Background: an optimization exercise with open tools, aiming at small area. Do not read the settings as production practice.
Where RTL was checked, it was by simulation tests only, not by an equivalence proof against the original.
No functional check of the RTL was part of run 1.
Power figures rest on the tool's default switching activity, not on a simulated workload.

==> flow/config.mk <==
export PLATFORM = sky130hd
export DESIGN_NAME = psone
export DESIGN_NICKNAME = psone
export VERILOG_FILES = /design/flow/design.v
export SDC_FILE = /design/flow/constraint.sdc
export NUM_CORES = 4
export LEC_CHECK = 0
export CAP_MARGIN = 20
export CORE_MARGIN = 2
export CORE_UTILIZATION = 40
export CTS_BUF_LIST = sky130_fd_sc_hd__clkbuf_4
export CTS_CLUSTER_DIAMETER = 100
export CTS_CLUSTER_SIZE = 40
export SLEW_MARGIN = 20
==> flow/constraint.sdc <==
create_clock -name core_clock -period 10.0 [get_ports {iCLK}]
set_input_delay 2.0000 -clock core_clock [delete_from_list [all_inputs] [get_ports {iCLK}]]
set_output_delay 2.0000 -clock core_clock [all_outputs]
set_load 0.01 [all_outputs]
==> flow/design.v <==
module psone_debounce(
	input	iCLK,
	input	iRESET,
	input	iKEY,
	output	oKEY_FRONT
);
localparam N = 11;
function [N-1:0] lstep(input [N-1:0] s);
	if (N == 11) lstep = {s[N-2:0], ~(s[10] ^ s[8])};
	else         lstep = {s[N-2:0], ~(s[3] ^ s[2])};	 
endfunction
function [N-1:0] lpow(input integer n);
	integer i;
	begin
		lpow = {N{1'b0}};
		for (i = 0; i < n; i = i + 1) lpow = lstep(lpow);
	end
endfunction
localparam [N-1:0] L_LAST = lpow((1 << (N-1)) - 1);
reg key_deb;
reg [1:0]  dff;
reg [1:0]  pressed;
reg [N-1:0] cnt;
reg done;
always @(posedge iCLK or negedge iRESET) begin
	if (!iRESET) begin
		dff     <= 2'd0;
		pressed <= 2'd0;
		key_deb <= 1'b0;
	end else begin
		dff     <= {dff[0], iKEY};
		pressed <= {pressed[0], key_deb};
		if (done) key_deb <= dff[1];
	end
end
always @(posedge iCLK) begin
	if (dff[0] ^ dff[1]) begin
		cnt  <= {N{1'b0}};
		done <= 1'b0;
	end else begin
		cnt <= lstep(cnt);
		if (cnt == L_LAST) done <= 1'b1;
	end
end
assign oKEY_FRONT = !pressed[0] & pressed[1];
endmodule
module psone(
	input		iCLK,
	input		iRESET,
	input		iKEY_ST,  
	output	oCS,
	output	oCLK,
	output	oMOSI,
	input		iMISO,
	input		iACK,
	input		iRX,
	output	oTX,
	output	oIND
);
localparam HP = 3500;			 
localparam HB = 2604;			 
localparam HR = HP - HB + 1;	 
function [11:0] hstep(input [11:0] s);
	hstep = {s[10:0], ~(s[11] ^ s[5] ^ s[3] ^ s[0])};
endfunction
function [11:0] hpow(input integer n);
	integer i;
	begin
		hpow = 12'd0;
		for (i = 0; i < n; i = i + 1) hpow = hstep(hpow);
	end
endfunction
localparam [11:0] H_END = hpow(HP);	 
localparam [11:0] H_RE  = hpow(HR);	 
wire KEY_PR;
reg en;		 
reg M;		 
reg cs;
reg mosi;
reg tx;
reg [11:0] H;
reg [4:0]  E;
reg [3:0]  B;
reg [1:0]  miso;
reg        bit_buf;
reg [71:0] ring;
reg [3:0]  P9;
reg [2:0]  P8;
wire HALF_PER   = (H == H_END);
wire E25        = (E == 5'd25);
wire END_PACKET = (B == 4'd9);
wire EN_SPI     = en & ~M & ~END_PACKET;
wire FRONT      = HALF_PER & E[0] & ~E[4] & ~cs;	 
wire LAST       = HALF_PER & (E == 5'd22) & (B == 4'd8);	 
wire MATCH      = (P9 == B) & (P8 == E[3:1]);
wire WR         = MATCH & ~cs & (~E[4] | (E[3:1] == 3'd0));
always @(posedge iCLK or negedge iRESET) begin
	if (!iRESET) en <= 1'b0;
	else if (KEY_PR) en <= ~en;
end
always @(posedge iCLK or negedge iRESET) begin
	if (!iRESET) begin
		cs   <= 1'b1;
		mosi <= 1'b0;
	end else begin
		cs   <= EN_SPI ? ((B == 4'd0) ? 1'b0 : cs) : 1'b1;
		mosi <= ~cs & (((B == 4'd0) & (E < 5'd3)) |
		               ((B == 4'd1) & ((E == 5'd3) | (E == 5'd4) | (E == 5'd13) | (E == 5'd14))));
	end
end
always @(posedge iCLK or negedge iRESET) begin
	if (!iRESET) begin
		M <= 1'b0;
		E <= 5'd0;
		B <= 4'd0;
	end else if (M) begin
		if (E25) E <= 5'd1;
		else if (LAST) begin
			M <= 1'b0;
			E <= 5'd0;
			B <= 4'd0;
		end else if (HALF_PER | (E >= 5'd23)) begin
			E <= E + 1'b1;
			if (E == 5'd22) B <= B + 1'b1;
		end
	end else if (END_PACKET) begin
		M <= 1'b1;
		E <= 5'd25;
		B <= 4'd0;
	end else if (!cs) begin
		if (E25) begin
			E <= 5'd0;
			B <= B + 1'b1;
		end else if (HALF_PER) E <= E + 1'b1;
	end else begin
		E <= 5'd0;
		B <= 4'd0;
	end
end
always @(posedge iCLK) begin
	if (M) begin
		if (LAST) H <= 12'd0;
		else if (HALF_PER | E25) H <= H_RE;
		else H <= hstep(H);
	end else begin
		if (EN_SPI & ~HALF_PER) H <= hstep(H);
		else H <= 12'd0;
	end
end
always @(posedge iCLK or negedge iRESET) begin
	if (!iRESET) tx <= 1'b1;
	else if (M) begin
		if (E25) tx <= 1'b0;
		else if (HALF_PER & ~E[0]) tx <= bit_buf | (E[4] & (E[3:1] != 3'd0));
	end else tx <= 1'b1;
end
always @(posedge iCLK or negedge iRESET) begin
	if (!iRESET) begin
		P9 <= 4'd0;
		P8 <= 3'd0;
	end else begin
		P9 <= (P9 == 4'd8) ? 4'd0 : P9 + 1'b1;
		P8 <= P8 + 1'b1;
	end
end
always @(posedge iCLK) begin
	miso <= {miso[0], iMISO};
	if (FRONT) bit_buf <= miso[1];
	else if (M & MATCH) bit_buf <= ring[0];
	ring <= {WR ? bit_buf : ring[0], ring[71:1]};
end
psone_debounce DEB(
	.iCLK(iCLK),
	.iRESET(iRESET),
	.iKEY(iKEY_ST),
	.oKEY_FRONT(KEY_PR)
);
assign oCS   = cs;
assign oCLK  = ~(E[0] & ~E[4] & ~M);
assign oMOSI = mosi;
assign oTX   = tx;
assign oIND  = en;
endmodule
==> flow/flow/run.sh <==
#!/bin/bash
# Standard layout, but clock tree synthesis without dummy loads.
set -euo pipefail
export CTS_ARGS="-sink_clustering_enable -repair_clock_nets -dont_use_dummy_load -buf_list sky130_fd_sc_hd__clkbuf_4 -sink_clustering_size 40 -sink_clustering_max_diameter 100"
bash standard.sh > standard.log 2>&1
==> flow/standard.sh <==
#!/bin/bash
# synth_recipe.tcl (not shown) runs the flow's synth.tcl, then flattens the netlist and writes it again
# the make line also repeats each setting of config.mk as NAME=value (left out here)
make -C /OpenROAD-flow-scripts/flow DESIGN_CONFIG=/design/flow/config.mk WORK_HOME=/design/flow/orfs CLKGATE_MAP_FILE= SYNTH_SCRIPT=/design/flow/synth_recipe.tcl "${@:-finish}"
==> run summary, run 1 <==
# setup viols final - 0
Starting Density - 41.6%
Num rows - 35
Final Hold Fails - 0
Clk pin slew, worst setup/hold paths - 90 ps
Clock Latency Late Sink - 480 ps
Dpl cell area - 4100 sq um
Cell Area, Synth - 3880 sq um
Setup TNS - 0 ps
Setup repair bufs after CTS - 0
Simple logic cell fraction of the synthesized area - 13.3%
Commonest cells post-synth - dfxtp_1 (98), dfrtp_1 (24), nand2_1 (20)
Wire per inst - 12.2 um
Run status - complete, no violations
Synth top area share - 50.6%
Die extent in y - 102 um
DR pass1 iterations - 4
# hold bufs at CTS - 0
Post-synth top area cell - dfxtp_1
Asr flop ratio synth - 20.8%
Largest family of logic cells by synthesized area - simple AND/OR/NAND/NOR gates
Post-synthesis adder-cell area fraction - 3.23%
Arrival time at the worst endpoint - 1960 ps
FF+latch count, synth - 125
Synth-to-Final Area Change - 8.97%
Rel. slew slack - 56.6%
Synthesized Nets - 319
Power Density - 172 nW/um^2
Total power - 0.728 mW
Sequential element share of the synthesized area - 68.2%
DP HPWL - 3590 um
Fin crit share - 39.6%
Clock skew - 30.2 ps
Grt total ovfl - 0
Placed Cells - 435
Most instantiated library cell after synthesis - dfxtp_1
H-tree levels - 4
Vias - 2,093
Critical path capture point type - output port
Initial antenna violation count - 0
Mux cell area share after synthesis - 0.872%
Clk sinks - 125
Xor-xnor portion of the synthesized cell area - 3.39%
Layout net count - 341
Minimum clock period after layout - 3960 ps
Die area - 10,500 sq um
CTS buffer count - 17
Syn_area_per_cell - 12.8 sq um
Critical Path Fanout Max - 10
CTS tree - yes
1st-iter DRT viols - 72
Drt drc - 0
Antenna-violating nets left - 0
Synth Instances - 303
Compound-Gate Fraction of Synth Area - 9.20%
RSZ-0062 raised after global routing - no
Critical Path Start Type - flip-flop
Via/cell ratio - 4.63
Largest cells by area after synthesis - dfxtp_1 (51%), dfrtp_1 (15%), ha_1 (3.2%)
Top Ports - 11
Layout cell share with drive strength beyond 1 - 12.1%
Final Wtd Congestion - 0.814
Worst path required time - 8000 ps
Largest net degree at the start of global routing - 27
Cell at the root of the clock tree - clkbuf_4
YS warnings - 2
Final Max Tran Viols - 0
Chip width - 102 um
WL final - 5500 um
Core Area - 9330 sq um
Fin area - 4220 sq um
Max Cap Violations - 0
Antenna cells - 0
Vias in the first global route - 1,969
HP Class - reg2reg
Prevailing post-synth register cell - dfxtp_1
Total track usage - 12.0%
Leakage - 1.70 nW
Non-filler cells, final - 452
Port buffer count - 8
WS Path Type - reg2out
Global-route wire length before repair - 9350 um
Post-synth EDFFs - 1
Fmax - 253 MHz
Synth cell types - 59
Worst Tran Pin Value - 646 ps
# resized after CTS - 0
Worst-case vdd ir drop - 0.127 mV
CTS Buffer Depth - 2
[power by group]
part / total, mW / internal [mW] / switching, mW
Combinational: 0.00585 / 0.00241 / 0.00344
Sequential: 0.503 / 0.502 / 0.00112
Clock: 0.219 / 0.0778 / 0.141
Total: 0.728 / 0.582 / 0.146
[area by class of cell]
class,instances,area (sq um)
Fill cell,884,5100
Timing Repair Buffer,9,87.6
Tap cell,129,161
Sequential cell,125,2650
Inverter,11,41.3
Clock buffer,17,128
Multi-Input combinational cell,161,1160
[worst max-delay path, stage by stage, from the launching register on]
cell and delay [ps]:
dfrtp_1 530, inv_1 130, or3_1 340, clkdlybuf4s50_1 490
[flip-flops by register name, summed over array words and instances, names as in the netlist]
register and flops:
P8 3, bit_buf 1, en 1, ring 72, DEB.pressed 2, DEB.dff 2, M 1, H 12
B 4, E 5, miso 2, tx 1, mosi 1, cs 1, DEB.done 1, P9 4
DEB.key_deb 1, DEB.cnt 11
[routing by layer]
metal	global-route usage (%)	routed length [um]	up-vias	share of wire (%)
li1	-	-	1070	-
met1	16.5	2930	975	53
met2	16.2	2240	42	41
met3	6.16	287	6	5.2
met4	4.31	42	0	0.76
met5	0	0	-	0
[cell usage in the layout, fill, tap and decap left out, drive strengths merged, types with 3 or more instances in the layout]
cell / n
xnor2: 10
dfrtp: 24
o21a: 6
dfxtp: 98
clkdlybuf4s50: 8
inv: 11
xor2: 5
a21oi: 10
nor2: 11
and2: 15
clkbuf: 17
nor4: 4
o2bb2ai: 3
nand3: 8
mux2: 3
nor2b: 6
nand4b: 3
ha: 10
nand2: 20
o21ai: 11
[final timing paths]
kind,start,end,slack (ps),cells after the start
setup / recovery,E[0]$_DFFE_PN0P_,oCLK,6040,3
hold / removal,ring[71]$_DFF_P_,ring[70]$_DFF_P_,300,0
setup reg to reg,E[0]$_DFFE_PN0P_,E[2]$_DFFE_PN0P_,7910,6
hold reg to reg,ring[71]$_DFF_P_,ring[70]$_DFF_P_,300,0
max in group asynchronous,iRESET,cs$_DFFE_PN1P_,7790,2
min in group asynchronous,iRESET,DEB.dff[0]$_DFF_PN0_,1900,2
[per-stage QoR]
step,hold slack [ps],util [%],setup slack [ps]
after global placement,312,43.9,6540
after floorplan,310,-,6980
after CTS,301,45.3,6000
after detailed placement,312,43.9,6540
final,299,45.3,6040
after global routing,304,45.3,5900
[kinds of logic after synthesis]
family	Yosys count
compound gates	47
buf+inv	17
fa+ha+maj	10
simple gates	86
mux	3
flops	125
xor+xnor	15
==> run 2, diff against run 1 <==
--- a/flow/design.v
+++ b/flow/design.v
@@ -81,7 +81,7 @@
 reg [11:0] H;
 reg [4:0]  E;
 reg [3:0]  B;
-reg [1:0]  miso;
+reg        miso;
 reg        bit_buf;
 reg [71:0] ring;
 reg [3:0]  P9;
@@ -90,10 +90,9 @@
 wire E25        = (E == 5'd25);
 wire END_PACKET = (B == 4'd9);
 wire EN_SPI     = en & ~M & ~END_PACKET;
-wire FRONT      = HALF_PER & E[0] & ~E[4] & ~cs;	 
 wire LAST       = HALF_PER & (E == 5'd22) & (B == 4'd8);	 
 wire MATCH      = (P9 == B) & (P8 == E[3:1]);
-wire WR         = MATCH & ~cs & (~E[4] | (E[3:1] == 3'd0));
+wire WR         = MATCH & ~M & ~E[0] & (~E[4] | (E[3:1] == 3'd0));
 always @(posedge iCLK or negedge iRESET) begin
 	if (!iRESET) en <= 1'b0;
 	else if (KEY_PR) en <= ~en;
@@ -113,39 +112,23 @@
 		M <= 1'b0;
 		E <= 5'd0;
 		B <= 4'd0;
-	end else if (M) begin
-		if (E25) E <= 5'd1;
-		else if (LAST) begin
-			M <= 1'b0;
-			E <= 5'd0;
-			B <= 4'd0;
-		end else if (HALF_PER | (E >= 5'd23)) begin
-			E <= E + 1'b1;
-			if (E == 5'd22) B <= B + 1'b1;
-		end
 	end else if (END_PACKET) begin
 		M <= 1'b1;
 		E <= 5'd25;
-		B <= 4'd0;
-	end else if (!cs) begin
-		if (E25) begin
-			E <= 5'd0;
-			B <= B + 1'b1;
-		end else if (HALF_PER) E <= E + 1'b1;
-	end else begin
+		B <= 4'd15;
+	end else if (M ? LAST : cs) begin
+		M <= 1'b0;
 		E <= 5'd0;
 		B <= 4'd0;
-	end
+	end else if (E25) begin
+		E <= {4'd0, M};
+		B <= B + 1'b1;
+	end else if (HALF_PER | (M & (E >= 5'd23))) E <= E + 1'b1;
 end
 always @(posedge iCLK) begin
-	if (M) begin
-		if (LAST) H <= 12'd0;
-		else if (HALF_PER | E25) H <= H_RE;
-		else H <= hstep(H);
-	end else begin
-		if (EN_SPI & ~HALF_PER) H <= hstep(H);
-		else H <= 12'd0;
-	end
+	if (M ? LAST : ~(EN_SPI & ~HALF_PER)) H <= 12'd0;
+	else if (M & (HALF_PER | E25)) H <= H_RE;
+	else H <= hstep(H);
 end
 always @(posedge iCLK or negedge iRESET) begin
 	if (!iRESET) tx <= 1'b1;
@@ -164,9 +147,10 @@
 	end
 end
 always @(posedge iCLK) begin
-	miso <= {miso[0], iMISO};
-	if (FRONT) bit_buf <= miso[1];
-	else if (M & MATCH) bit_buf <= ring[0];
+	miso <= iMISO;
+	if (M) begin
+		if (MATCH) bit_buf <= ring[0];
+	end else if (E[0] & ~HALF_PER) bit_buf <= miso;
 	ring <= {WR ? bit_buf : ring[0], ring[71:1]};
 end
 psone_debounce DEB(
==> flow/run.sh (new file) <==
#!/bin/bash
# synth_recipe.tcl (not shown) runs the flow's synth.tcl, then flattens the netlist and writes it again
# the make line also repeats each setting of config.mk as NAME=value (left out here)
make -C /OpenROAD-flow-scripts/flow DESIGN_CONFIG=/design/flow/config.mk WORK_HOME=/design/flow/orfs CLKGATE_MAP_FILE= SYNTH_SCRIPT=/design/flow/synth_recipe.tcl finish
--- a/flow/config.mk
+++ b/flow/config.mk
@@ -8,7 +8,5 @@
 export CAP_MARGIN = 20
 export CORE_MARGIN = 2
 export CORE_UTILIZATION = 40
-export CTS_BUF_LIST = sky130_fd_sc_hd__clkbuf_4
-export CTS_CLUSTER_DIAMETER = 100
-export CTS_CLUSTER_SIZE = 40
+export CTS_BUF_LIST = sky130_fd_sc_hd__clkbuf_8
 export SLEW_MARGIN = 20
removed: flow/flow/run.sh
removed: flow/standard.sh
==> run 2 against run 1 <==
Net effect: flip-flop and latch count decreased by 1; final cell count fell by 2.7%; die area shrank 2.6%; wire length down 0.85%; clock-buffer cell count up 2; largest cell class unchanged; largest power group unchanged.
==> run summary, run 2 <==
Run status - complete, no violations (unchanged)
Synth-to-Final Area Change - 14.9% (was 8.97%)
Worst flop-to-flop path startpoint - H[8]$_SDFF_PP0_ (was E[0]$_DFFE_PN0P_)
Fin crit share - 39.9% (was 39.6%)
Compound-Gate Fraction of Synth Area - 6.87% (was 9.20%)
Setup repair bufs after CTS - 0 (unchanged)
Worst Tran Pin Value - 630 ps (was 646 ps)
Worst Hold Slack - 323 ps (was 299 ps)
HP Class - reg2reg (unchanged)
Power Density - 209 nW/um^2 (was 172 nW/um^2)
Grt total ovfl - 0 (unchanged)
Critical path capture point type - output port (unchanged)
Critical Path Start Type - flip-flop (unchanged)
Chip width - 101 um (was 102 um)
Post-synth EDFFs - 1 (unchanged)
Minimum clock period after layout - 3990 ps (was 3960 ps)
Antenna-violating nets left - 0 (unchanged)
Core Area - 9200 sq um (was 9330 sq um)
Layout net count - 332 (was 341)
Simple logic cell fraction of the synthesized area - 12.1% (was 13.3%)
Largest cells by area after synthesis - dfxtp_1 (51%), dfrtp_1 (16%), ha_1 (3.3%) (was dfxtp_1 (51%), dfrtp_1 (15%), ha_1 (3.2%))
Layout cell share with drive strength beyond 1 - 12.5% (was 12.1%)
Syn_area_per_cell - 12.7 sq um (was 12.8 sq um)
Fill count - 818 (was 884)
CTS tree - yes (unchanged)
Critical path capture point - oCLK (unchanged)
Critical Path Fanout Max - 21 (was 10)
Clock Latency Late Sink - 410 ps (was 480 ps)
Commonest cells post-synth - dfxtp_1 (97), dfrtp_1 (24), and2_1 (18), nand2_1 (18), a21oi_1 (13) (was dfxtp_1 (98), dfrtp_1 (24), nand2_1 (20))
Prevailing post-synth register cell - dfxtp_1 (unchanged)
Largest family of logic cells by synthesized area - simple AND/OR/NAND/NOR gates (unchanged)
DR pass1 iterations - 4 (unchanged)
Sequential element share of the synthesized area - 69.6% (was 68.2%)
WL final - 5450 um (was 5500 um)
Drt drc - 0 (unchanged)
Via/cell ratio - 4.67 (was 4.63)
Post-synthesis adder-cell area fraction - 3.32% (was 3.23%)
Max FFs per register - 72 (unchanged)
Rel. slew slack - 57.7% (was 56.6%)
Crit path launch - M$_DFFE_PN0P_ (was E[0]$_DFFE_PN0P_)
Largest regs - ring (72), H (12), DEB.cnt (11) (unchanged)
Most frequent cells in the layout - dfxtp_1 (97), dfrtp_1 (24), clkbuf_8 (19), nand2_1 (18), and2_1 (18) (was dfxtp_1 (98), dfrtp_1 (24), nand2_1 (20), clkbuf_4 (17), and2_1 (15))
Vias - 2,054 (was 2,093)
# resized after CTS - 0 (unchanged)
Reg2Reg Setup Slack - 7680 ps (was 7910 ps)
Setup TNS - 0 ps (unchanged)
Largest net degree at the start of global routing - 27 (unchanged)
Asr flop ratio synth - 21.0% (was 20.8%)
Num rows - 35 (unchanged)
H-tree levels - 4 (unchanged)
Arrival time at the worst endpoint - 1990 ps (was 1960 ps)
Total track usage - 12.4% (was 12.0%)
Clock skew - 9.16 ps (was 30.2 ps)
Placed Cells - 408 (was 435)
Final Hold Fails - 0 (unchanged)
Die extent in y - 101 um (was 102 um)
Top Ports - 11 (unchanged)
1st-iter DRT viols - 54 (was 72)
Vias in the first global route - 2,080 (was 1,969)
Initial antenna violation count - 0 (unchanged)
Starting Density - 41.0% (was 41.6%)
FF+latch count, synth - 124 (was 125)
YS warnings - 2 (unchanged)
Synth top area share - 51.5% (was 50.6%)
Synth cell types - 46 (was 59)
Max Cap Violations - 0 (unchanged)
Mux cell area share after synthesis - 1.46% (was 0.872%)
Worst setup margin - 6010 ps (was 6040 ps)
Synth Instances - 298 (was 303)
Antenna cells - 0 (unchanged)
Cell Area, Synth - 3770 sq um (was 3880 sq um)
RSZ-0062 raised after global routing - no (unchanged)
Xor-xnor portion of the synthesized cell area - 4.64% (was 3.39%)
Leakage - 1.83 nW (was 1.70 nW)
Most flops, register - ring (unchanged)
R2R depth - 5 (was 6)
Wire per inst - 12.4 um (was 12.2 um)
Global-route wire length before repair - 9450 um (was 9350 um)
Worst path required time - 8000 ps (about the same)
Final Max Tran Viols - 0 (unchanged)
Synthesized Nets - 314 (was 319)
CTS Buffer Depth - 2 (unchanged)
Worst-case vdd ir drop - 0.133 mV (was 0.127 mV)
Die area - 10,200 sq um (was 10,500 sq um)
CTS buffer count - 17 (unchanged)
Critical R2R Capture - E[0]$_DFFE_PN0P_ (was E[2]$_DFFE_PN0P_)
Most instantiated library cell after synthesis - dfxtp_1 (unchanged)
Cell at the root of the clock tree - clkbuf_8 (was clkbuf_4)
Non-filler cells, final - 440 (was 452)
Fmax - 251 MHz (was 253 MHz)
DP HPWL - 3420 um (was 3590 um)
Final Wtd Congestion - 0.765 (was 0.814)
Pre-CTS WS - 6420 ps (was 6540 ps)
Post-synth top area cell - dfxtp_1 (unchanged)
Clk sinks - 124 (was 125)
Port buffer count - 8 (unchanged)
WS Path Type - reg2out (unchanged)
# setup viols final - 0 (unchanged)
# hold bufs at CTS - 0 (unchanged)
Commonest non-fill, non-tap cell in the layout - dfxtp_1 (unchanged)
Clk pin slew, worst setup/hold paths - 70 ps (was 90 ps)
[run 2: worst max-delay path: stages (launching register included)]
cell             delay (ps)
dfrtp_1                 610
or3_1                   480
clkdlybuf4s50_1         490
[run 2: stage by stage]
step | power [mW] | utilization [%] | cell area, sq um
6_report | 0.904 | 47.1 | 4330
5_1_grt | 0.944 | 47.1 | 4330
4_1_cts | 0.919 | 47.1 | 4330
3_5_place_dp | 0.517 | 43.0 | 3960
3_3_place_gp | 0.517 | 43.0 | 3960
2_1_floorplan | 0.512 | - | 3770
[run 2: cell families after synthesis]
logic type | after synthesis
buf+inv | 19
simple gates | 79
flops | 124
compound gates | 41
fa+ha+maj | 10
xor+xnor | 20
mux | 5
[run 2: worst min path at each step]
stage | to | from | cells past startpoint
floorplan | ring[0]$_DFF_P_ | ring[1]$_DFF_P_ | 0
global placement | ring[56]$_DFF_P_ | ring[57]$_DFF_P_ | 0
detailed placement | ring[21]$_DFF_P_ | ring[22]$_DFF_P_ | 0
CTS | ring[42]$_DFF_P_ | ring[43]$_DFF_P_ | 0
global route | ring[29]$_DFF_P_ | ring[30]$_DFF_P_ | 0
finish | ring[26]$_DFF_P_ | ring[27]$_DFF_P_ | 0
[run 2: cell type report]
cell class	instances	area [sq um]	share of cell area, %
flip-flops and latches	124	2630	60.6
clock inverters	13	114	2.63
inverters	9	33.8	0.780
multi-input cells	155	1070	24.7
well taps	111	139	3.21
repair buffers	9	87.6	2.02
clock buffers	19	262	6.04
[run 2: power by group]
group,switching [mW],leakage [nW],total [mW],internal (mW)
Sequential,0.00114,1.13,0.499,0.498
Combinational,0.00353,0.503,0.00608,0.00255
Clock,0.188,0.194,0.399,0.210
Total,0.193,1.83,0.904,0.711
[run 2: metal layers]
metal / track usage [%] / wire length, um / vias up
met5: 0 / 0 / -
li1: - / - / 1039
met2: 18.0 / 2530 / 26
met4: 5.82 / 72 / 0
met3: 5.62 / 217 / 9
met1: 15.7 / 2630 / 980
==> run 3, diff against run 2 <==
==> flow/flow/run.sh (new file) <==
#!/bin/bash
# The standard layout (standard.sh), with two changes:
#  - clock tree synthesis without dummy loads, from clkbuf_4 buffers;
#  - port buffers are buf_1 cells.
set -euo pipefail
export CTS_ARGS="-sink_clustering_enable -repair_clock_nets -dont_use_dummy_load -buf_list sky130_fd_sc_hd__clkbuf_4 -sink_clustering_size 40 -sink_clustering_max_diameter 100"
export BUFFER_PORTS_ARGS="-buffer_cell sky130_fd_sc_hd__buf_1"
bash standard.sh > standard.log 2>&1
==> flow/standard.sh (new file) <==
#!/bin/bash
# synth_recipe.tcl (not shown) runs the flow's synth.tcl, then flattens the netlist and writes it again
# the make line also repeats each setting of config.mk as NAME=value (left out here)
make -C /OpenROAD-flow-scripts/flow DESIGN_CONFIG=/design/flow/config.mk WORK_HOME=/design/flow/orfs CLKGATE_MAP_FILE= SYNTH_SCRIPT=/design/flow/synth_recipe.tcl "${@:-finish}"
--- a/flow/config.mk
+++ b/flow/config.mk
@@ -8,5 +8,7 @@
 export CAP_MARGIN = 20
 export CORE_MARGIN = 2
 export CORE_UTILIZATION = 40
-export CTS_BUF_LIST = sky130_fd_sc_hd__clkbuf_8
+export CTS_BUF_LIST = sky130_fd_sc_hd__clkbuf_4
+export CTS_CLUSTER_DIAMETER = 100
+export CTS_CLUSTER_SIZE = 40
 export SLEW_MARGIN = 20
removed: flow/run.sh
==> run 3 against run 2 <==
Net effect: still clean on timing, DRC and antenna; sequential power hardly changed; critical path depth stayed put; non-clock buffer count stayed put; register-to-register slack worse by 20 ps; critical path type unchanged; global-route usage is 0.12 points higher; clock skew is 26 ps higher; flip-flop and latch count stayed put; first-iteration DRC count is 17% lower; clock power is 46% lower; power is 20% lower; clock-buffer cell count is 2 lower; critical endpoint unchanged.
==> run summary, run 3 <==
Synth cell types - 46 (unchanged)
Most instantiated library cell after synthesis - dfxtp_1 (unchanged)
Clock skew - 35.0 ps (was 9.16 ps)
Total track usage - 12.5% (was 12.4%)
Synth top area share - 51.5% (unchanged)
Top Ports - 11 (unchanged)
H-tree levels - 4 (unchanged)
Starting Density - 41.0% (unchanged)
Layout net count - 332 (unchanged)
Most frequent cells in the layout - dfxtp_1 (97), dfrtp_1 (24), nand2_1 (18), and2_1 (18), clkbuf_4 (17) (was dfxtp_1 (97), dfrtp_1 (24), clkbuf_8 (19), nand2_1 (18), and2_1 (18))
CTS Buffer Depth - 2 (unchanged)
Synth-to-Final Area Change - 6.97% (was 14.9%)
Met1 wire length - 2790 um (was 2630 um)
Clk sinks - 124 (unchanged)
Largest cells by area after synthesis - dfxtp_1 (51%), dfrtp_1 (16%), ha_1 (3.3%) (unchanged)
# setup viols final - 0 (unchanged)
Worst-case vdd ir drop - 0.127 mV (was 0.133 mV)
Slowest CP cell - dfrtp_1 (unchanged)
CTS tree - yes (unchanged)
Critical Path Start Type - flip-flop (unchanged)
1st-iter DRT viols - 45 (was 54)
Simple logic cell fraction of the synthesized area - 12.1% (unchanged)
Worst Hold Slack - 305 ps (was 323 ps)
Cell at the root of the clock tree - clkbuf_4 (was clkbuf_8)
Layout cell share with drive strength beyond 1 - 8.60% (was 12.5%)
Clock Latency Late Sink - 490 ps (was 410 ps)
Chip width - 101 um (unchanged)
DP HPWL - 3580 um (was 3420 um)
Met2 WL - 2400 um (was 2530 um)
HP Class - reg2reg (unchanged)
Syn_area_per_cell - 12.7 sq um (unchanged)
Die extent in y - 101 um (unchanged)
Asr flop ratio synth - 21.0% (unchanged)
Grt total ovfl - 0 (unchanged)
Fill count - 867 (was 818)
Largest regs - ring (72), H (12), DEB.cnt (11) (unchanged)
Slowest stage delay, CP - 620 ps (was 610 ps)
Post-synthesis adder-cell area fraction - 3.32% (unchanged)
Fmax - 270 MHz (was 251 MHz)
Synthesized Nets - 314 (unchanged)
Commonest cells post-synth - dfxtp_1 (97), dfrtp_1 (24), and2_1 (18), nand2_1 (18), a21oi_1 (13) (unchanged)
CTS buffer count - 17 (unchanged)
Uppermost layer routed - met4 (unchanged)
FF+latch count, synth - 124 (unchanged)
Setup TNS - 0 ps (unchanged)
YS warnings - 2 (unchanged)
Compound-Gate Fraction of Synth Area - 6.87% (unchanged)
Core Area - 9200 sq um (unchanged)
Max FFs per register - 72 (unchanged)
Arrival time at the worst endpoint - 1700 ps (was 1990 ps)
Register area - 2630 sq um (unchanged)
Antenna cells - 0 (unchanged)
Power Density - 179 nW/um^2 (was 209 nW/um^2)
Antenna-violating nets left - 0 (unchanged)
Critical Path Fanout Max - 21 (unchanged)
Drt drc - 0 (unchanged)
Wire per inst - 12.9 um (was 12.4 um)
Max Cap Violations - 0 (unchanged)
Met3 WL post-DR - 215 um (was 217 um)
Rel. slew slack - 55.0% (was 57.7%)
Minimum clock period after layout - 3700 ps (was 3990 ps)
Leakage - 1.69 nW (was 1.83 nW)
Post-synth top area cell - dfxtp_1 (unchanged)
Mux cell area share after synthesis - 1.46% (unchanged)
Setup repair bufs after CTS - 0 (unchanged)
Via/cell ratio - 4.75 (was 4.67)
Initial antenna violation count - 0 (unchanged)
Delay-heaviest family, CP - flip-flops (unchanged)
DR pass1 iterations - 4 (unchanged)
CP bufs+invs - 1 (unchanged)
Run status - complete, no violations (unchanged)
Critical path cell sequence - or3_1 > buf_1 (was or3_1 > clkdlybuf4s50_1)
Fin crit share - 37.0% (was 39.9%)
Final Max Tran Viols - 0 (unchanged)
WL final - 5490 um (was 5450 um)
Clk pin slew, worst setup/hold paths - 90 ps (was 70 ps)
RSZ-0062 raised after global routing - no (unchanged)
Synth Instances - 298 (unchanged)
Critical path capture point type - output port (unchanged)
Prevailing post-synth register cell - dfxtp_1 (unchanged)
Largest net degree at the start of global routing - 22 (was 27)
Worst Tran Pin Value - 670 ps (was 630 ps)
Cell Area, Synth - 3770 sq um (unchanged)
Worst path required time - 8000 ps (about the same)
# resized after CTS - 0 (unchanged)
Multi-input logic area - 1070 sq um (unchanged)
Die area - 10,200 sq um (unchanged)
Vias in the first global route - 2,048 (was 2,080)
Most flops, register - ring (unchanged)
WS Path Type - reg2out (unchanged)
Final Wtd Congestion - 0.831 (was 0.765)
Largest family of logic cells by synthesized area - simple AND/OR/NAND/NOR gates (unchanged)
Port buffer count - 8 (unchanged)
Xor-xnor portion of the synthesized cell area - 4.64% (unchanged)
Final Hold Fails - 0 (unchanged)
Sequential element share of the synthesized area - 69.6% (unchanged)
# hold bufs at CTS - 0 (unchanged)
Vias - 2,018 (was 2,054)
Global-route wire length before repair - 9500 um (was 9450 um)
Num rows - 35 (unchanged)
Commonest non-fill, non-tap cell in the layout - dfxtp_1 (unchanged)
Post-synth EDFFs - 1 (unchanged)
[run 3: cell counts after synthesis]
No cell type changed its count.
[run 3: layout make-up]
class                   instances  share of cell area (%)
flip-flops and latches        124                    65.1
repair buffers                  9                   0.931
inverters                       9                   0.837
multi-input cells             155                    26.6
clock buffers                  17                    3.16
well taps                     111                    3.44
[run 3: where the power goes]
part	switching, mW	internal (mW)
Clock	0.139	0.0777
Combinational	0.00357	0.00178
Sequential	0.00106	0.498
[run 3: metrics by stage]
step                      total power, mW  setup WS [ps]  cell area (sq um)  instances  utilization, %
final                               0.721           6300               4030        425            43.9
after global routing                0.753           6180               4030        425            43.9
after CTS                           0.732           6220               4030        425            43.9
after detailed placement            0.516           6770               3910        408            42.5
after global placement              0.516           6770               3910        408            42.5
after floorplan                     0.512           6830               3770        298               -
[run 3: final timing paths]
check,startpoint,to,slack (ps),cells after the start
worst max-delay path,M$_DFFE_PN0P_,oCLK,6300,2
worst min-delay path,ring[23]$_DFF_P_,ring[22]$_DFF_P_,310,0
worst max register to register,H[5]$_SDFF_PP0_,E[0]$_DFFE_PN0P_,7660,5
worst min register to register,ring[23]$_DFF_P_,ring[22]$_DFF_P_,310,0
max in group asynchronous,iRESET,cs$_DFFE_PN1P_,7740,2
min in group asynchronous,iRESET,B[3]$_DFFE_PN0P_,1520,1
[run 3: layer usage]
metal	up-vias	GRT usage [%]
met5	-	0
met2	27	18.5
li1	1025	-
met4	0	6.03
met3	8	5.41
met1	958	15.6
[run 3: kinds of logic (layout without fill, tap and decap cells)]
logic type | after synthesis | in the layout
flip-flops | 124 | 124
AND/OR/NAND/NOR | 79 | 79
AO/OA/AOI/OAI | 41 | 41
XOR/XNOR | 20 | 20
buffers and inverters | 19 | 35
adder cells (fa/ha/maj) | 10 | 10
multiplexers | 5 | 5
==> run 4, diff against run 3 <==
==> flow/flow/run.sh (replaced) <==
#!/bin/bash
# The standard layout (standard.sh) with three changes:
#  - synthesis maps the logic with an area-oriented ABC script (flow/abc_area.script)
#    in place of ORFS's speed script; everything else in the synthesis is the
#    standard one (synth_recipe.tcl on ORFS's synth.tcl), so the registers and
#    their names are the standard synthesis's;
#  - clock tree synthesis without dummy loads, from clkbuf_4 buffers;
#  - port buffers are buf_1 cells.
# Each tool's output goes to a log file here.
set -euo pipefail
W=$(pwd)

# A copy of ORFS's scripts in which the speed ABC script is ours.
rm -rf "$W/orfs_scripts"
cp -r "$FLOW_HOME/scripts" "$W/orfs_scripts"
cp "$W/flow/abc_area.script" "$W/orfs_scripts/abc_speed.script"
{
  echo "set ::env(SCRIPTS_DIR) {$W/orfs_scripts}"
  cat "$W/synth_recipe.tcl"
} > "$W/area_synth.tcl"

export CTS_ARGS="-sink_clustering_enable -repair_clock_nets -dont_use_dummy_load -buf_list sky130_fd_sc_hd__clkbuf_4 -sink_clustering_size 40 -sink_clustering_max_diameter 100"
export BUFFER_PORTS_ARGS="-buffer_cell sky130_fd_sc_hd__buf_1"

# Synthesis only, with our script; standard.sh then finds it done and goes on.
make -C "$FLOW_HOME" DESIGN_CONFIG="$W/config.mk" WORK_HOME="$W/orfs" CLKGATE_MAP_FILE= \
  SYNTH_SCRIPT="$W/area_synth.tcl" synth > "$W/synth.log" 2>&1
bash standard.sh > "$W/standard.log" 2>&1
==> flow/flow/abc_area.script (new file) <==
strash
&get -n
&st
&dch
&nf -p -R 1000 -C 32
&put
mfs2
strash
&get -n
&st
&dch
&nf -p -R 1000 -C 32
&put
mfs2
strash
&get -n
&st
&dch
&nf -p -R 1000 -C 32
&put
topo
==> run 4 against run 3 <==
Net effect: synthesized area decreased by 4.1%; setup slack improved by 73 ps; via count decreased by 5.7%; power decreased by 0.16%; hold slack got worse by 2.5 ps; die area decreased by 4.0%; sequential power about the same; flip-flop and latch count unchanged; synthesized cell count decreased by 8.4%; clock power about the same; clock-buffer cell count unchanged; largest power group unchanged.
==> run summary, run 4 <==
Run status - complete, no violations (unchanged)
Worst Tran Pin Value - 694 ps (was 670 ps)
Worst setup margin - 6380 ps (was 6300 ps)
Drt drc - 0 (unchanged)
Core Area - 8760 sq um (was 9200 sq um)
Fill count - 850 (was 867)
H-tree levels - 4 (unchanged)
Power Density - 184 nW/um^2 (was 179 nW/um^2)
Hold Path End - ring[5]$_DFF_P_ (was ring[22]$_DFF_P_)
CTS tree - yes (unchanged)
# setup viols final - 0 (unchanged)
Delay-heaviest family, CP - flip-flops (unchanged)
Critical Path Fanout Max - 7 (was 21)
Final Max Tran Viols - 0 (unchanged)
Final core occ - 44.7% (was 43.9%)
Global-route wire length before repair - 8940 um (was 9500 um)
CTS Buffer Depth - 2 (unchanged)
WL final - 4950 um (was 5490 um)
Fin crit share - 36.2% (was 37.0%)
Largest regs - ring (72), H (12), DEB.cnt (11) (unchanged)
Num rows - 34 (was 35)
Worst flop-to-flop path startpoint - H[0]$_SDFF_PP0_ (was H[5]$_SDFF_PP0_)
Most frequent cells in the layout - dfxtp_1 (97), dfrtp_1 (24), and2_0 (19), clkbuf_4 (17), nand2_1 (15) (was dfxtp_1 (97), dfrtp_1 (24), nand2_1 (18), and2_1 (18), clkbuf_4 (17))
Register area - 2630 sq um (unchanged)
DP HPWL - 3200 um (was 3580 um)
Pre-CTS WS - 6820 ps (was 6770 ps)
# resized after CTS - 0 (unchanged)
Met3 WL post-DR - 171 um (was 215 um)
Clk pin slew, worst setup/hold paths - 100 ps (was 90 ps)
Setup TNS - 0 ps (unchanged)
Slowest CP cell - dfrtp_1 (unchanged)
Die extent in y - 99.1 um (was 101 um)
Antenna-violating nets left - 0 (unchanged)
Min-delay src - ring[6]$_DFF_P_ (was ring[23]$_DFF_P_)
HP Class - reg2reg (unchanged)
Asr flop ratio synth - 21.0% (unchanged)
Port buffer count - 8 (unchanged)
Multi-input logic area - 963 sq um (was 1070 sq um)
Critical path capture point type - output port (unchanged)
# hold bufs at CTS - 0 (unchanged)
Setup repair bufs after CTS - 0 (unchanged)
Fmax - 276 MHz (was 270 MHz)
Vias - 1,903 (was 2,018)
Clk sinks - 124 (unchanged)
WS Path Type - reg2out (unchanged)
Layout net count - 317 (was 332)
RSZ-0062 raised after global routing - no (unchanged)
Clock Latency Late Sink - 480 ps (was 490 ps)
Most flops, register - ring (unchanged)
1st-iter DRT viols - 43 (was 45)
Grt total ovfl - 0 (unchanged)
Synth Instances - 273 (was 298)
CTS buffer count - 17 (unchanged)
Critical path cell sequence - clkinv_1 > or3_1 > buf_1 (was or3_1 > buf_1)
Minimum clock period after layout - 3620 ps (was 3700 ps)
Prevailing post-synth register cell - dfxtp_1 (unchanged)
Commonest cells post-synth - dfxtp_1 (97), dfrtp_1 (24), and2_0 (19) (was dfxtp_1 (97), dfrtp_1 (24), and2_1 (18), nand2_1 (18), a21oi_1 (13))
Leakage - 1.62 nW (was 1.69 nW)
Largest net degree at the start of global routing - 27 (was 22)
Die area - 9810 sq um (was 10,200 sq um)
Synth cell types - 32 (was 46)
Synth top area share - 53.7% (was 51.5%)
Antenna cells - 0 (unchanged)
Rel. slew slack - 53.4% (was 55.0%)
Post-synth EDFFs - 1 (unchanged)
Worst-case vdd ir drop - 0.107 mV (was 0.127 mV)
Worst path required time - 8000 ps (about the same)
Met2 WL - 2020 um (was 2400 um)
Hold path depth - 0 (unchanged)
Final Hold Fails - 0 (unchanged)
Final Wtd Congestion - 0.808 (was 0.831)
Starting Density - 41.2% (was 41.0%)
Sequential element share of the synthesized area - 72.6% (was 69.6%)
Total track usage - 11.9% (was 12.5%)
Layout cell share with drive strength beyond 1 - 6.69% (was 8.60%)
Most instantiated library cell after synthesis - dfxtp_1 (unchanged)
Initial antenna violation count - 0 (unchanged)
CP bufs+invs - 2 (was 1)
Chip width - 99.1 um (was 101 um)
DR pass1 iterations - 4 (unchanged)
Cell Area, Synth - 3610 sq um (was 3770 sq um)
Synthesized Nets - 289 (was 314)
Via/cell ratio - 4.68 (was 4.75)
YS warnings - 2 (unchanged)
Largest cells by area after synthesis - dfxtp_1 (54%), dfrtp_1 (17%), ha_1 (3.5%) (was dfxtp_1 (51%), dfrtp_1 (16%), ha_1 (3.3%))
Max Cap Violations - 0 (unchanged)
Synth-to-Final Area Change - 8.31% (was 6.97%)
Post-synth top area cell - dfxtp_1 (unchanged)
Critical R2R Capture - B[3]$_DFFE_PN0P_ (was E[0]$_DFFE_PN0P_)
Arrival time at the worst endpoint - 1620 ps (was 1700 ps)
Commonest non-fill, non-tap cell in the layout - dfxtp_1 (unchanged)
Critical Path Start Type - flip-flop (unchanged)
Fin area - 3920 sq um (was 4030 sq um)
Wire per inst - 12.2 um (was 12.9 um)
Syn_area_per_cell - 13.2 sq um (was 12.7 sq um)
Top Ports - 11 (unchanged)
Slowest stage delay, CP - 480 ps (was 620 ps)
Dpl cell area - 3790 sq um (was 3910 sq um)
Uppermost layer routed - met4 (unchanged)
Clock skew - 38.8 ps (was 35.0 ps)
Max FFs per register - 72 (unchanged)
Reg2Reg Setup Slack - 7400 ps (was 7660 ps)
Vias in the first global route - 1,915 (was 2,048)
Cell at the root of the clock tree - clkbuf_4 (unchanged)
R2R depth - 6 (was 5)
FF+latch count, synth - 124 (unchanged)
Met1 wire length - 2640 um (was 2790 um)
==> run 4: final cells by class <==
type / count / area share (%)
clock buffers: 17 / 3.26
multi-input cells: 142 / 24.6
well taps: 108 / 3.45
inverters: 7 / 0.671
flip-flops and latches: 124 / 67.1
repair buffers: 9 / 0.959
==> run 4: where the power goes <==
group	switching (mW)	internal, mW	total [mW]
logic	0.00349	0.00160	0.00509
registers	0.00122	0.498	0.499
clock network	0.137	0.0778	0.215
total	0.142	0.577	0.720
==> run 4: metrics by stage <==
| stage | instances | hold WS, ps | total power [mW] |
|---|---|---|---|
| 2_1_floorplan | 273 | 310 | 0.512 |
| 3_3_place_gp | 390 | 313 | 0.516 |
| 3_5_place_dp | 390 | 312 | 0.516 |
| 4_1_cts | 407 | 304 | 0.733 |
| 5_1_grt | 407 | 304 | 0.754 |
| 6_report | 407 | 303 | 0.720 |
==> run 4: worst register-to-register path, delay by kind of cell (launching register included) <==
kind	cells	cell delay [ps]
simple gates	3	970
compound gates	3	1170
flops	1	350
==> run 4: logic make-up (layout without fill, tap and decap cells) <==
group	Yosys count	after routing	synth area share (%)
AO/OA/AOI/OAI	32	32	5.71
adder cells (fa/ha/maj)	10	10	3.46
multiplexers	6	6	1.80
flip-flops	124	124	72.6
XOR/XNOR	22	22	5.33
AND/OR/NAND/NOR	72	72	10.3
buffers and inverters	7	33	0.727
==> run 4: worst max path at each step <==
stage	depth (start not counted)	startpoint	slack, ps	endpoint
3_5_place_dp	3	E[0]$_DFFE_PN0P_	6820	oCLK
4_1_cts	3	E[0]$_DFFE_PN0P_	6310	oCLK
2_1_floorplan	2	E[0]$_DFFE_PN0P_	7080	oCLK
3_3_place_gp	3	E[0]$_DFFE_PN0P_	6830	oCLK
6_report	3	E[0]$_DFFE_PN0P_	6380	oCLK
5_1_grt	3	E[0]$_DFFE_PN0P_	6220	oCLK
==> run 4: layer usage <==
| metal | GRT usage [%] | vias up |
|---|---|---|
| met5 | 0 | - |
| met1 | 16.0 | 911 |
| li1 | - | 961 |
| met2 | 16.1 | 20 |
| met3 | 5.25 | 11 |
| met4 | 6.53 | 0 |
==> run 5, diff against run 4 <==
--- a/flow/flow/run.sh
+++ b/flow/flow/run.sh
@@ -24,5 +24,5 @@
 
 # Synthesis only, with our script; standard.sh then finds it done and goes on.
 make -C "$FLOW_HOME" DESIGN_CONFIG="$W/config.mk" WORK_HOME="$W/orfs" CLKGATE_MAP_FILE= \
-  SYNTH_SCRIPT="$W/area_synth.tcl" synth > "$W/synth.log" 2>&1
+  SYNTH_SCRIPT="$W/area_synth.tcl" ADDER_MAP_FILE= synth > "$W/synth.log" 2>&1
 bash standard.sh > "$W/standard.log" 2>&1
==> run 5 against run 4 <==
Net effect: clock-buffer cell count stayed put; final cell count shrank 2.9%; clock power barely moved; clock skew shrank 1.9 ps; via count shrank 3.3%; first-iteration DRC count grew 91%; flip-flop and latch count is the same; die area decreased by 2.2%; largest cell class unchanged; setup slack better by 160 ps; maximum frequency up 4.6%.
==> run summary, run 5 <==
HP Class - reg2reg (unchanged)
Grt total ovfl - 0 (unchanged)
Synthesized Nets - 267 (was 289)
Max FFs per register - 72 (unchanged)
Synth cell types - 35 (was 32)
Final Max Tran Viols - 0 (unchanged)
Num rows - 34 (unchanged)
Die area - 9600 sq um (was 9810 sq um)
R2R depth - 7 (was 6)
Dpl cell area - 3700 sq um (was 3790 sq um)
Most flops, register - ring (unchanged)
Leakage - 1.53 nW (was 1.62 nW)
Final Hold Fails - 0 (unchanged)
Critical Path Start Type - flip-flop (unchanged)
Starting Density - 40.9% (was 41.2%)
Switching power - 0.144 mW (was 0.142 mW)
DR pass1 iterations - 4 (unchanged)
Post-synthesis adder-cell area fraction - 0% (was 3.46%)
Power Density - 188 nW/um^2 (was 184 nW/um^2)
Critical Path Fanout Max - 12 (was 7)
Minimum clock period after layout - 3460 ps (was 3620 ps)
Worst Tran Pin Value - 683 ps (was 694 ps)
Run status - complete, no violations (unchanged)
Arrival time at the worst endpoint - 1460 ps (was 1620 ps)
Slowest CP cell - dfrtp_1 (unchanged)
Multi-input logic area - 898 sq um (was 963 sq um)
Final core occ - 44.4% (was 44.7%)
Internal Dissipation - 0.577 mW (unchanged)
Rel. slew slack - 54.1% (was 53.4%)
Setup TNS - 0 ps (unchanged)
Largest net degree at the start of global routing - 27 (unchanged)
FF+latch count, synth - 124 (unchanged)
Reg power frac - 69.2% (was 69.4%)
Post-synth top area cell - dfxtp_1 (unchanged)
Largest cells by area after synthesis - dfxtp_1 (55%), dfrtp_1 (17%), xnor2_1 (3.5%) (was dfxtp_1 (54%), dfrtp_1 (17%), ha_1 (3.5%))
Clk pin slew, worst setup/hold paths - 100 ps (about the same)
Combinational Power Share - 0.7% (about the same)
Clock share of power - 30.1% (was 29.9%)
Sw Share - 20.0% (was 19.8%)
Placed Cells - 378 (was 390)
Initial antenna violation count - 0 (unchanged)
Largest family of logic cells by synthesized area - simple AND/OR/NAND/NOR gates (unchanged)
Compound-Gate Fraction of Synth Area - 5.71% (about the same)
Clock Latency Late Sink - 470 ps (was 480 ps)
YS warnings - 2 (unchanged)
Fin area - 3830 sq um (was 3920 sq um)
Commonest cells post-synth - dfxtp_1 (97), dfrtp_1 (24), xnor2_1 (14) (was dfxtp_1 (97), dfrtp_1 (24), and2_0 (19))
Fmax - 289 MHz (was 276 MHz)
Mux cell area share after synthesis - 1.28% (was 1.80%)
DP HPWL - 3090 um (was 3200 um)
Antenna cells - 0 (unchanged)
Most instantiated library cell after synthesis - dfxtp_1 (unchanged)
H-tree levels - 4 (unchanged)
Critical path capture point type - output port (unchanged)
Global-route wire length before repair - 8870 um (was 8940 um)
Clock skew - 36.9 ps (was 38.8 ps)
Cell at the root of the clock tree - clkbuf_4 (unchanged)
Via/cell ratio - 4.66 (was 4.68)
Cell Area, Synth - 3530 sq um (was 3610 sq um)
Core Area - 8640 sq um (was 8760 sq um)
Synth top area share - 55.0% (was 53.7%)
Worst path required time - 8000 ps (about the same)
Prevailing post-synth register cell - dfxtp_1 (unchanged)
Sequential element share of the synthesized area - 74.3% (was 72.6%)
CTS tree - yes (unchanged)
Hold path depth - 0 (unchanged)
Most frequent cells in the layout - dfxtp_1 (97), dfrtp_1 (24), clkbuf_4 (17), xnor2_1 (14), nor2b_1 (12) (was dfxtp_1 (97), dfrtp_1 (24), and2_0 (19), clkbuf_4 (17), nand2_1 (15))
Non-filler cells, final - 395 (was 407)
Clk sinks - 124 (unchanged)
Worst-case vdd ir drop - 0.113 mV (was 0.107 mV)
Setup repair bufs after CTS - 0 (unchanged)
Top Ports - 11 (unchanged)
Port buffer count - 8 (unchanged)
Total track usage - 12.1% (was 11.9%)
Register area - 2630 sq um (unchanged)
Layout net count - 295 (was 317)
Synth Instances - 261 (was 273)
Fill count - 822 (was 850)
# resized after CTS - 0 (unchanged)
Max Cap Violations - 0 (unchanged)
Commonest non-fill, non-tap cell in the layout - dfxtp_1 (unchanged)
RSZ-0062 raised after global routing - no (unchanged)
Vias in the first global route - 1,825 (was 1,915)
Vias - 1,841 (was 1,903)
Layout cell share with drive strength beyond 1 - 6.97% (was 6.69%)
Xor-xnor portion of the synthesized cell area - 5.95% (was 5.33%)
Chip width - 98.0 um (was 99.1 um)
Post-synth EDFFs - 1 (unchanged)
# hold bufs at CTS - 0 (unchanged)
Syn_area_per_cell - 13.5 sq um (was 13.2 sq um)
Fin crit share - 34.6% (was 36.2%)
WS Path Type - reg2out (unchanged)
CTS buffer count - 17 (unchanged)
Antenna-violating nets left - 0 (unchanged)
Drt drc - 0 (unchanged)
WL final - 4990 um (was 4950 um)
Wire per inst - 12.6 um (was 12.2 um)
# setup viols final - 0 (unchanged)
Slowest stage delay, CP - 540 ps (was 480 ps)
Largest regs - ring (72), H (12), DEB.cnt (11) (unchanged)
1st-iter DRT viols - 82 (was 43)
Die extent in y - 98.0 um (was 99.1 um)
Asr flop ratio synth - 21.0% (unchanged)
Simple logic cell fraction of the synthesized area - 12.5% (was 10.3%)
Critical path cell sequence - nor2b_1 > nand2b_1 > buf_1 (was clkinv_1 > or3_1 > buf_1)
Final Wtd Congestion - 0.823 (was 0.808)
Synth-to-Final Area Change - 8.50% (was 8.31%)
CTS Buffer Depth - 2 (unchanged)
## run 5: logic make-up (layout without fill, tap and decap cells)
kind of cell / Yosys count / in the layout
flops: 124 / 124
simple gates: 77 / 77
compound gates: 30 / 30
xor+xnor: 24 / 24
mux: 4 / 4
buf+inv: 2 / 28
## run 5: power groups by stage
stage	sequential (mW)	combinational [mW]	clock, mW
final	0.499	0.00522	0.217
after global routing	0.500	0.00629	0.248
after CTS	0.499	0.00556	0.227
after detailed placement	0.510	0.00553	0
after global placement	0.510	0.00535	0
after floorplan	0.510	0.00202	0
## run 5: per-stage QoR
stage               hold WS (ps)  total power [mW]  setup WS, ps
finish                       299             0.722          6540
global route                 293             0.754          6380
CTS                          300             0.731          6490
detailed placement           312             0.516          7020
global placement             312             0.516          7020
floorplan                    310             0.512          7250
## run 5: path summary, 6_finish.rpt
path	start	to	slack [ps]
min in group asynchronous	iRESET	en$_DFFE_PN0P_	1510
worst min-delay path	ring[5]$_DFF_P_	ring[4]$_DFF_P_	300
worst min register to register	ring[5]$_DFF_P_	ring[4]$_DFF_P_	300
max in group asynchronous	iRESET	cs$_DFFE_PN1P_	8170
worst max register to register	H[0]$_SDFF_PP0_	E[2]$_DFFE_PN0P_	7210
worst max-delay path	E[0]$_DFFE_PN0P_	oCLK	6540
## run 5: cell type report
| cell class | instances | share of cell area (%) |
|---|---|---|
| multi-input cells | 135 | 23.4 |
| well taps | 108 | 3.53 |
| flip-flops and latches | 124 | 68.5 |
| clock buffers | 17 | 3.33 |
| repair buffers | 9 | 0.980 |
| inverters | 2 | 0.196 |
## run 5: per-layer routing
layer,routed length [um],vias up,global-route usage (%)
met5,0,-,0
met3,216,10,6.01
met1,2620,856,16.7
met2,2080,29,15.8
met4,76,0,5.77
li1,-,946,-
## run 5: critical path: cells and delay by family, from the launching register on
| kind | cells | cell delay (ps) |
|---|---|---|
| DFF | 1 | 540 |
| buffers and inverters | 1 | 130 |
| and+or+nand+nor | 2 | 340 |
==> run 6, diff against run 5 <==
--- a/flow/config.mk
+++ b/flow/config.mk
@@ -7,8 +7,9 @@
 export LEC_CHECK = 0
 export CAP_MARGIN = 20
 export CORE_MARGIN = 2
-export CORE_UTILIZATION = 40
+export CORE_UTILIZATION = 65
 export CTS_BUF_LIST = sky130_fd_sc_hd__clkbuf_4
 export CTS_CLUSTER_DIAMETER = 100
 export CTS_CLUSTER_SIZE = 40
+export PLACE_DENSITY = 0.8
 export SLEW_MARGIN = 20
==> run 6 against run 5 <==
Net effect: die area fell by 37%; synthesized cell count is the same; highest routed layer unchanged; utilization grew 29 points; final cell count is 9.6% lower; still clean on timing, DRC and antenna; setup slack gained 51 ps; final area fell by 1.2%; hold slack better by 6.4 ps; wire length fell by 1.4%.
==> run summary, run 6 <==
Cell Area, Synth - 3530 sq um (unchanged)
Max FFs per register - 72 (unchanged)
Xor-xnor portion of the synthesized cell area - 5.95% (unchanged)
Slowest CP cell - dfrtp_1 (unchanged)
Asr flop ratio synth - 21.0% (unchanged)
Clock Latency Late Sink - 490 ps (was 470 ps)
Initial antenna violation count - 0 (unchanged)
Clk pin slew, worst setup/hold paths - 110 ps (was 100 ps)
# hold bufs at CTS - 0 (unchanged)
Non-filler cells, final - 357 (was 395)
Clock skew - 39.1 ps (was 36.9 ps)
1st-iter DRT viols - 133 (was 82)
Final Max Tran Viols - 0 (unchanged)
# setup viols final - 0 (unchanged)
Multi-input logic area - 898 sq um (unchanged)
Wire per inst - 13.8 um (was 12.6 um)
Min-delay src - ring[55]$_DFF_P_ (was ring[5]$_DFF_P_)
Worst-case vdd ir drop - 0.174 mV (was 0.113 mV)
HP Class - reg2reg (unchanged)
WS Path Type - reg2out (unchanged)
Chip width - 77.7 um (was 98.0 um)
Num rows - 26 (was 34)
Via/cell ratio - 5.35 (was 4.66)
Drt drc - 0 (unchanged)
Worst setup margin - 6590 ps (was 6540 ps)
Commonest cells post-synth - dfxtp_1 (97), dfrtp_1 (24), xnor2_1 (14) (unchanged)
Final Hold Fails - 0 (unchanged)
Global-route wire length before repair - 8510 um (was 8870 um)
H-tree levels - 4 (unchanged)
Total track usage - 19.2% (was 12.1%)
Commonest non-fill, non-tap cell in the layout - dfxtp_1 (unchanged)
Crit path launch - E[0]$_DFFE_PN0P_ (unchanged)
Critical Path Fanout Max - 12 (unchanged)
Antenna cells - 0 (unchanged)
Core Area - 5170 sq um (was 8640 sq um)
Max Cap Violations - 0 (unchanged)
Critical path capture point type - output port (unchanged)
Syn_area_per_cell - 13.5 sq um (unchanged)
Most instantiated library cell after synthesis - dfxtp_1 (unchanged)
Die extent in y - 77.7 um (was 98.0 um)
CTS tree - yes (unchanged)
YS warnings - 2 (unchanged)
Placed Cells - 340 (was 378)
CP bufs+invs - 1 (unchanged)
Critical path cell sequence - nor2b_1 > nand2b_1 > buf_1 (unchanged)
Fill count - 352 (was 822)
Final Wtd Congestion - 0.823 (about the same)
Vias in the first global route - 1,855 (was 1,825)
Synth Instances - 261 (unchanged)
Simple logic cell fraction of the synthesized area - 12.5% (unchanged)
DP HPWL - 3240 um (was 3090 um)
Grt total ovfl - 0 (unchanged)
Fin crit share - 34.1% (was 34.6%)
Power Density - 190 nW/um^2 (was 188 nW/um^2)
Fmax - 293 MHz (was 289 MHz)
Starting Density - 68.3% (was 40.9%)
Largest cells by area after synthesis - dfxtp_1 (55%), dfrtp_1 (17%), xnor2_1 (3.5%) (unchanged)
Run status - complete, no violations (unchanged)
CTS buffer count - 17 (unchanged)
Top Ports - 11 (unchanged)
Minimum clock period after layout - 3410 ps (was 3460 ps)
Critical Path Start Type - flip-flop (unchanged)
Synth top area share - 55.0% (unchanged)
Clk sinks - 124 (unchanged)
Largest regs - ring (72), H (12), DEB.cnt (11) (unchanged)
Pre-CTS WS - 7080 ps (was 7020 ps)
Sequential element share of the synthesized area - 74.3% (unchanged)
WL final - 4920 um (was 4990 um)
Largest net degree at the start of global routing - 27 (unchanged)
# resized after CTS - 0 (unchanged)
Die area - 6040 sq um (was 9600 sq um)
Synth cell types - 35 (unchanged)
Compound-Gate Fraction of Synth Area - 5.71% (unchanged)
RSZ-0062 raised after global routing - no (unchanged)
Synth-to-Final Area Change - 7.16% (was 8.50%)
Post-synth top area cell - dfxtp_1 (unchanged)
Worst Tran Pin Value - 701 ps (was 683 ps)
Setup repair bufs after CTS - 0 (unchanged)
Worst path required time - 8000 ps (about the same)
Cell at the root of the clock tree - clkbuf_4 (unchanged)
Setup TNS - 0 ps (unchanged)
Mux cell area share after synthesis - 1.28% (unchanged)
FF+latch count, synth - 124 (unchanged)
Most frequent cells in the layout - dfxtp_1 (97), dfrtp_1 (24), clkbuf_4 (17), xnor2_1 (14), nor2b_1 (12) (unchanged)
Register area - 2630 sq um (unchanged)
Rel. slew slack - 52.9% (was 54.1%)
Arrival time at the worst endpoint - 1410 ps (was 1460 ps)
Layout net count - 295 (unchanged)
DR pass1 iterations - 5 (was 4)
Final core occ - 73.1% (was 44.4%)
Largest family of logic cells by synthesized area - simple AND/OR/NAND/NOR gates (unchanged)
Prevailing post-synth register cell - dfxtp_1 (unchanged)
Delay-heaviest family, CP - flip-flops (unchanged)
Layout cell share with drive strength beyond 1 - 6.97% (unchanged)
Total power - 0.718 mW (was 0.722 mW)
Post-synthesis adder-cell area fraction - 0% (unchanged)
Post-synth EDFFs - 1 (unchanged)
Synthesized Nets - 267 (unchanged)
Leakage - 1.53 nW (unchanged)
Port buffer count - 8 (unchanged)
Antenna-violating nets left - 0 (unchanged)
Vias - 1,911 (was 1,841)
Slowest stage delay, CP - 530 ps (was 540 ps)
Most flops, register - ring (unchanged)
CTS Buffer Depth - 2 (unchanged)
Worst flop-to-flop path startpoint - H[0]$_SDFF_PP0_ (unchanged)
-- run 6: cell counts in the layout (fill, tap and decap cells not counted) --
No cell type changed its count.
-- run 6: stage by stage --
step	instance area, sq um	hold WS, ps
after global placement	3660	312
after CTS	3780	304
final	3780	306
after floorplan	3530	310
after detailed placement	3660	312
after global routing	3780	306
-- run 6: worst paths after layout --
path,slack [ps],depth (start not counted),end
min in group asynchronous,1490,2,P9[0]$_DFF_PN0_
max in group asynchronous,8190,2,tx$_DFFE_PN1P_
max,6590,3,oCLK
max reg2reg,7330,7,E[2]$_DFFE_PN0P_
min reg2reg,310,0,ring[54]$_DFF_P_
min,310,0,ring[54]$_DFF_P_
-- run 6: cell type report --
type | instances | share of cell area, %
clock buffers | 17 | 3.37
inverters | 2 | 0.198
multi-input cells | 135 | 23.7
flip-flops and latches | 124 | 69.4
well taps | 70 | 2.31
repair buffers | 9 | 0.992
-- run 6: metal layers --
layer	vias up	part of all wire [%]	GRT usage (%)
met1	916	48	25.3
met2	37	45	26.5
met5	-	0	0
met3	12	5.0	8.02
li1	946	-	-
met4	0	1.9	11.4
-- run 6: kinds of logic (layout without fill, tap and decap cells) --
logic type	Yosys count	after routing
AND/OR/NAND/NOR	77	77
multiplexers	4	4
AO/OA/AOI/OAI	30	30
XOR/XNOR	24	24
buffers and inverters	2	28
flip-flops	124	124
-- run 6: power by group --
part           leakage [nW]  internal [mW]  switching (mW)
clock network        0.0782         0.0776           0.136
registers              1.13          0.498         0.00112
logic                 0.314        0.00161         0.00351
==> run 7, diff against run 6 <==
--- a/flow/design.v
+++ b/flow/design.v
@@ -5,23 +5,14 @@
 	output	oKEY_FRONT
 );
 localparam N = 11;
-function [N-1:0] lstep(input [N-1:0] s);
-	if (N == 11) lstep = {s[N-2:0], ~(s[10] ^ s[8])};
-	else         lstep = {s[N-2:0], ~(s[3] ^ s[2])};	 
-endfunction
-function [N-1:0] lpow(input integer n);
-	integer i;
-	begin
-		lpow = {N{1'b0}};
-		for (i = 0; i < n; i = i + 1) lpow = lstep(lpow);
-	end
-endfunction
-localparam [N-1:0] L_LAST = lpow((1 << (N-1)) - 1);
+localparam TAP = (N == 11) ? 8 : 2;	 
+localparam [N-1:0] SEED = (N == 11) ? 'h01f : 'h5;
 reg key_deb;
 reg [1:0]  dff;
 reg [1:0]  pressed;
 reg [N-1:0] cnt;
-reg done;
+wire low_ones = &cnt[N-2:0];
+wire done     = low_ones & cnt[N-1];
 always @(posedge iCLK or negedge iRESET) begin
 	if (!iRESET) begin
 		dff     <= 2'd0;
@@ -34,13 +25,8 @@
 	end
 end
 always @(posedge iCLK) begin
-	if (dff[0] ^ dff[1]) begin
-		cnt  <= {N{1'b0}};
-		done <= 1'b0;
-	end else begin
-		cnt <= lstep(cnt);
-		if (cnt == L_LAST) done <= 1'b1;
-	end
+	if (dff[0] ^ dff[1]) cnt <= SEED;
+	else cnt <= {cnt[N-2:0], ~(cnt[N-1] ^ cnt[TAP]) | low_ones};
 end
 assign oKEY_FRONT = !pressed[0] & pressed[1];
 endmodule
@@ -137,13 +123,16 @@
 		else if (HALF_PER & ~E[0]) tx <= bit_buf | (E[4] & (E[3:1] != 3'd0));
 	end else tx <= 1'b1;
 end
+function [2:0] p8step(input [2:0] s);
+	p8step = {s[1:0], s[2] ^ (s[1] | ~s[0])};
+endfunction
 always @(posedge iCLK or negedge iRESET) begin
 	if (!iRESET) begin
 		P9 <= 4'd0;
 		P8 <= 3'd0;
 	end else begin
-		P9 <= (P9 == 4'd8) ? 4'd0 : P9 + 1'b1;
-		P8 <= P8 + 1'b1;
+		P9 <= P9[3] ? 4'd0 : (P9[2:0] == 3'd4) ? 4'd8 : {1'b0, p8step(P9[2:0])};
+		P8 <= p8step(P8);
 	end
 end
 always @(posedge iCLK) begin
==> run 7 against run 6 <==
Net effect: die area fell by 1.8%; sequential power barely moved; highest routed layer unchanged; utilization fell by 0.80 points; power fell by 0.52%; sequential share of layout area rose by 0.68 points; critical endpoint unchanged; critical path depth did not move; setup slack got worse by 150 ps.
==> run summary, run 7 <==
Run status - complete, no violations (unchanged)
Starting Density - 67.4% (was 68.3%)
Core Area - 5140 sq um (was 5170 sq um)
R2R depth - 7 (unchanged)
Max Cap Violations - 0 (unchanged)
Chip width - 77.0 um (was 77.7 um)
Global-route wire length before repair - 8460 um (was 8510 um)
Switching power - 0.141 mW (about the same)
Clk pin slew, worst setup/hold paths - 90 ps (was 110 ps)
Synthesized Nets - 268 (was 267)
Rel. slew slack - 48.5% (was 52.9%)
Worst Tran Pin Value - 762 ps (was 701 ps)
Post-synth top area cell - dfxtp_1 (unchanged)
FF+latch count, synth - 123 (was 124)
Setup repair bufs after CTS - 0 (unchanged)
Minimum clock period after layout - 3560 ps (was 3410 ps)
DP HPWL - 3170 um (was 3240 um)
WL final - 4960 um (was 4920 um)
Fmax - 281 MHz (was 293 MHz)
Final Hold Fails - 0 (unchanged)
WS Path Type - reg2out (unchanged)
Sequential element share of the synthesized area - 75.2% (was 74.3%)
Layout cell share with drive strength beyond 1 - 6.94% (was 6.97%)
CTS buffer count - 17 (unchanged)
Sw Share - 19.7% (was 19.6%)
DR pass1 iterations - 4 (was 5)
Critical Path Start Type - flip-flop (unchanged)
Most flops, register - ring (unchanged)
Critical Path Fanout Max - 13 (was 12)
Worst path required time - 8000 ps (about the same)
Register area - 2610 sq um (was 2630 sq um)
Wire per inst - 13.9 um (was 13.8 um)
Crit path launch - E[0]$_DFFE_PN0P_ (unchanged)
Layout net count - 296 (was 295)
Min-delay src - ring[9]$_DFF_P_ (was ring[55]$_DFF_P_)
Setup TNS - 0 ps (unchanged)
Most frequent cells in the layout - dfxtp_1 (96), dfrtp_1 (24), nand2_1 (20), clkbuf_4 (17), and2_0 (14) (was dfxtp_1 (97), dfrtp_1 (24), clkbuf_4 (17), xnor2_1 (14), nor2b_1 (12))
Fin crit share - 35.6% (was 34.1%)
RSZ-0062 raised after global routing - no (unchanged)
H-tree levels - 4 (unchanged)
Non-filler cells, final - 358 (was 357)
Critical path capture point type - output port (unchanged)
Post-synth EDFFs - 1 (unchanged)
Clock skew - 27.7 ps (was 39.1 ps)
Clock Latency Late Sink - 480 ps (was 490 ps)
Synth top area share - 55.5% (was 55.0%)
Port buffer count - 8 (unchanged)
YS warnings - 2 (unchanged)
Drt drc - 0 (unchanged)
## run 7: changes by cell type in the layout (fill, tap and decap cells not counted), moves of 2 or more
cell	previous run	this run
nor3_1	4	7
a31oi_1	2	0
nand4b_1	2	0
nand3_1	6	3
o21ai_0	6	10
clkinv_1	2	0
nor4_1	4	2
nand2b_1	4	9
and2_0	11	14
nand2_1	8	20
nor2b_1	12	4
xor2_1	10	6
## run 7: layer usage
| metal | wire (um) | part of all wire [%] | up-vias | global-route usage (%) |
|---|---|---|---|---|
| met3 | 265 | 5.3 | 11 | 10.9 |
| met5 | 0 | 0 | - | 0 |
| met1 | 2450 | 49 | 879 | 26.1 |
| li1 | - | - | 946 | - |
| met4 | 94 | 1.9 | 0 | 9.64 |
| met2 | 2150 | 43 | 47 | 25.9 |
## run 7: layout make-up
type / instances / share of cell area (%)
clock buffers: 17 / 3.43
well taps: 70 / 2.36
flip-flops and latches: 123 / 70.1
multi-input cells: 139 / 23.1
repair buffers: 9 / 1.01
## run 7: path summary, 6_finish.rpt
path | end | slack [ps]
setup / recovery | oCLK | 6440
max in group asynchronous | cs$_DFFE_PN1P_ | 8180
hold reg to reg | ring[8]$_DFF_P_ | 300
hold / removal | ring[8]$_DFF_P_ | 300
setup reg to reg | E[3]$_DFFE_PN0P_ | 7050
min in group asynchronous | DEB.key_deb$_DFFE_PN0P_ | 1500
## run 7: power by group through the flow
stage | Combinational (mW) | Clock [mW] | Sequential [mW]
floorplan | 0.00254 | 0 | 0.506
global placement | 0.00566 | 0 | 0.507
detailed placement | 0.00585 | 0 | 0.507
CTS | 0.00593 | 0.221 | 0.496
global route | 0.00662 | 0.243 | 0.496
finish | 0.00570 | 0.213 | 0.496
## run 7: logic make-up after synthesis
logic type | count (synthesis) | synth area share [%]
muxes | 3 | 0.975
and+or+nand+nor | 84 | 12.9
DFF | 123 | 75.2
AOI/OAI and AO/OA | 33 | 6.21
xor gates and xnor gates | 19 | 4.80
## run 7: critical path, stage by stage, from the launching register on
cell and delay, ps:
dfrtp_1 570, nor2b_1 310, nand2b_1 80, buf_1 130
## run 7: through the flow
| stage | setup WS (ps) | area (sq um) | power (mW) |
|---|---|---|---|
| final | 6440 | 3720 | 0.714 |
| after global routing | 6300 | 3720 | 0.746 |
| after CTS | 6410 | 3720 | 0.723 |
| after detailed placement | 6950 | 3590 | 0.513 |
| after global placement | 7020 | 3590 | 0.512 |
| after floorplan | 7250 | 3470 | 0.509 |
